This design comes from an exercise in tuning for small area, a short achievable clock period and few clock cycles on the open sky130 flow, not from production work. Only simulation tests tie the RTL to the original design; equivalence was not proved. Power and IR drop assume default switching activity.

Setup of the previous run:
==> module projectCPU2022, before the edit <==
module projectCPU2022(
  clk,
  rst,
  wrEn,
  data_fromRAM,
  addr_toRAM,
  data_toRAM,
  PC,
  W
);
input clk, rst;
input wire [15:0] data_fromRAM;
output reg [15:0] data_toRAM;
output reg wrEn;
output reg [12:0] addr_toRAM;
output reg [12:0] PC;
output reg [15:0] W;
reg        stPC, stBus, stPtr, stWr, st2;
reg [2:0]  opcode;
reg [15:0] M;
reg        exe;       
reg        sub;       
wire [15:0] D     = data_fromRAM;
wire [12:0] PCinc = PC + 13'd1;
wire        opd0  = (D[12:0] == 13'd0);
wire        isADD = (opcode == 3'd0);
wire        isCMP = (opcode == 3'd4);
wire        isNOR = (opcode == 3'd1);
wire        isSRL = (opcode == 3'd2);
wire        isRRL = (opcode == 3'd3);
wire        isLD  = (opcode == 3'd6);
wire [15:0] p = M;
wire [15:0] g = W & ~M;
reg  [15:0] G, P;
integer j, s;
always @* begin
  G = g; P = p;
  G[0] = g[0] | (p[0] & sub);
  for (s = 1; s < 16; s = s * 2)
    for (j = 0; j < 16; j = j + 1)
      if (j & s) begin
        G[j] = G[j] | (P[j] & G[(j & ~(s - 1)) - 1]);
        P[j] = P[j] & P[(j & ~(s - 1)) - 1];
      end
end
wire [15:0] sum = p ^ {G[14:0], sub};
wire        lt  = ~G[15];        
wire        eq  = &p;            
wire        left  = |M[15:4];
wire [3:0]  k     = M[3:0];
wire        fill  = isRRL;
reg  [15:0] Wrev, frev;
integer q;
always @* for (q = 0; q < 16; q = q + 1) Wrev[q] = W[15 - q];
wire [15:0] x0 = left ? Wrev : W;
wire [15:0] x1 = k[0] ? {x0[0]   & fill,       x0[15:1]} : x0;
wire [15:0] x2 = k[1] ? {x1[1:0] & {2{fill}},  x1[15:2]} : x1;
wire [15:0] x3 = k[2] ? {x2[3:0] & {4{fill}},  x2[15:4]} : x2;
wire [15:0] x4 = k[3] ? {x3[7:0] & {8{fill}},  x3[15:8]} : x3;
always @* for (q = 0; q < 16; q = q + 1) frev[q] = x4[15 - q];
wire [15:0] shres = left ? frev : x4;
wire        isSH  = isSRL | isRRL;
wire [15:0] cmpres = {{15{lt}}, ~eq};
wire [15:0] alu = ({16{isADD}} & sum) | ({16{isCMP}} & cmpres) | ({16{isNOR}} & ~(W | M)) |
                  ({16{isSH}} & shres) | ({16{isLD}} & M);
wire sFET = stPC & ~st2;
wire sDEC = stBus & ~st2;
wire sIND = stBus & st2;
wire sEXE = stPC & st2;
always @* begin
  addr_toRAM = ({13{stBus}} & D[12:0]) | ({13{stPC}} & PC) | ({13{stWr}} & M[12:0]) |
               {10'd0, stPtr, 2'd0};
  wrEn       = stWr;
  data_toRAM = W;
end
wire        cmpx  = sEXE && (opcode == 3'd4);
wire        addx  = sEXE && ((opcode == 3'd0) || (opcode == 3'd4));
always @(posedge clk) begin
  M   <= D ^ ({16{addx}} & W) ^ {16{cmpx}};
  sub <= cmpx;
end
always @(posedge clk) begin
  if (rst) begin
    stPC  <= 1'b1;
    stBus <= 1'b0;
    stPtr <= 1'b0;
    stWr  <= 1'b0;
    st2   <= 1'b0;
    PC    <= 13'd0;
    W     <= 16'd0;
    exe   <= 1'b0;
  end else begin
    exe <= 1'b0;
    if (exe)
      W <= alu;
    stPC  <= 1'b0;
    stBus <= 1'b0;
    stPtr <= 1'b0;
    stWr  <= 1'b0;
    st2   <= 1'b0;
    if (sFET)
      stBus <= 1'b1;                     
    if (sDEC) begin
      opcode <= D[15:13];
      if (D[15:13] != 3'd7)
        PC <= PCinc;
      if (opd0)
        stPtr <= 1'b1;                   
      else if (D[15:13] == 3'd7)
        stWr <= 1'b1;                    
      else begin
        stPC <= 1'b1;                    
        st2  <= 1'b1;
      end
    end
    if (stPtr) begin
      stBus <= 1'b1;                     
      st2   <= 1'b1;
    end
    if (sIND) begin
      if (opcode == 3'd7)
        stWr <= 1'b1;                    
      else begin
        stPC <= 1'b1;                    
        st2  <= 1'b1;
      end
    end
    if (sEXE) begin
      exe <= (opcode != 3'd5);
      if (opcode == 3'd5 && D == 16'd0) begin
        PC   <= W[12:0];
        stPC <= 1'b1;                    
      end else
        stBus <= 1'b1;                   
    end
    if (stWr) begin
      PC   <= PCinc;
      stPC <= 1'b1;                      
    end
  end
end
endmodule
Settings: LEC_CHECK=0, ABC_AREA=1, CAP_MARGIN=20, CORE_MARGIN=2, CORE_UTILIZATION=40, SETUP_SLACK_MARGIN=2.5, SLEW_MARGIN=20; clock period 5.0 ns.
standard.sh (not shown) runs the stock make flow with config.mk's settings and CLKGATE_MAP_FILE= SYNTH_SCRIPT=/design/flow/synth_recipe.tcl, a recipe that flattens the netlist after the stock synthesis.
==> flow/flow/run.sh <==
#!/bin/bash
# The standard layout, with every port buffered by buf_2 rather than the flow's default
# buffer choice (a delay cell). The ORFS logs stay under orfs/logs; make's output goes to
# standard.log.
set -euo pipefail
export BUFFER_PORTS_ARGS="-buffer_cell sky130_fd_sc_hd__buf_2"
bash standard.sh > standard.log 2>&1
Testbench counts of the previous run, summed over its fixed seeds: cycles 57,384.
The inputs of the current run differ from those of the previous run as listed below.
--- a/flow/design.v
+++ b/flow/design.v
@@ -36,13 +36,17 @@
 always @* begin
   G = g; P = p;
   G[0] = g[0] | (p[0] & sub);
   for (s = 1; s < 16; s = s * 2)
-    for (j = 0; j < 16; j = j + 1)
-      if (j & s) begin
-        G[j] = G[j] | (P[j] & G[(j & ~(s - 1)) - 1]);
-        P[j] = P[j] & P[(j & ~(s - 1)) - 1];
-      end
+    for (j = 2 * s - 1; j < 16; j = j + 2 * s) begin
+      G[j] = G[j] | (P[j] & G[j - s]);
+      P[j] = P[j] & P[j - s];
+    end
+  for (s = 4; s >= 1; s = s / 2)
+    for (j = 3 * s - 1; j < 16; j = j + 2 * s) begin
+      G[j] = G[j] | (P[j] & G[j - s]);
+      P[j] = P[j] & P[j - s];
+    end
 end
 wire [15:0] sum = p ^ {G[14:0], sub};
 wire        lt  = ~G[15];        
 wire        eq  = &p;            
[summary]
- The current run: combinational power is about 1% higher than what the previous run reported.
- Higher share of total power in combinational logic was reported by the previous run, not the current run.
- Compared with the previous run, final area in the current run increased slightly.
- The worst path arrival time of the current run falls short of that of the previous run by 0.04 ns.
- The estimated power of the current run ends up higher than the estimate for the previous run.
- Between the current run and the previous run, the sequential area share after synthesis is lower for the previous run.
- The current run vs. the previous run: upper clock frequency limit now larger; global-route wire length before repair now smaller; routed wire length on met2 now larger.
- | final cycle utilization of the critical path | the current run vs the previous run | 0.87 points lower |
- Layout overhead on the synthesized area for the current run: 2.5 points up relative to the previous run
- Against the previous run, cell area after technology mapping in the current run came out better.
- The slowest stage cell on the critical path comes out sky130_fd_sc_hd__dfxtp_2 in one run and sky130_fd_sc_hd__buf_2 in the other, namely in the previous run and the current run respectively.
- Number of signal-net buffers in the layout (the current run over the previous run): increase, 1
- For cell count, the current run and the previous run come out practically identical.
Testbench counts of the current run, summed over its fixed seeds: cycles 57,384.

## re-timing with driven ports
In the flow no input, the clock included, has a driving cell. The finished layouts below were timed again as built, in two steps.
Step 1 sets driving cells, clkbuf_16 on the clock port and buf_2 on the other inputs (assumed; they add their load-dependent delay and slew).
Step 2 moves the port delays by t, midway between the first and last clock arrival at a register: inputs arrive t later, outputs are due t later. That takes back most of the time a late clock gives input paths.
a / b / c = ideal / step 1 / step 2; a / b = the first two.
run	t, ns	slack for setup (ns)	hold slack, ns
the previous run	0.346	2.475 / 2.438 / 2.316	0.534 / 0.534 / 0.534
the current run	0.342	2.519 / 2.484 / 2.251	0.555 / 0.555 / 0.555
After both steps every run listed still meets setup and hold. The setup slack of the current run, which loses most, moves by -0.035 ns with the drivers and by -0.268 ns with both steps.
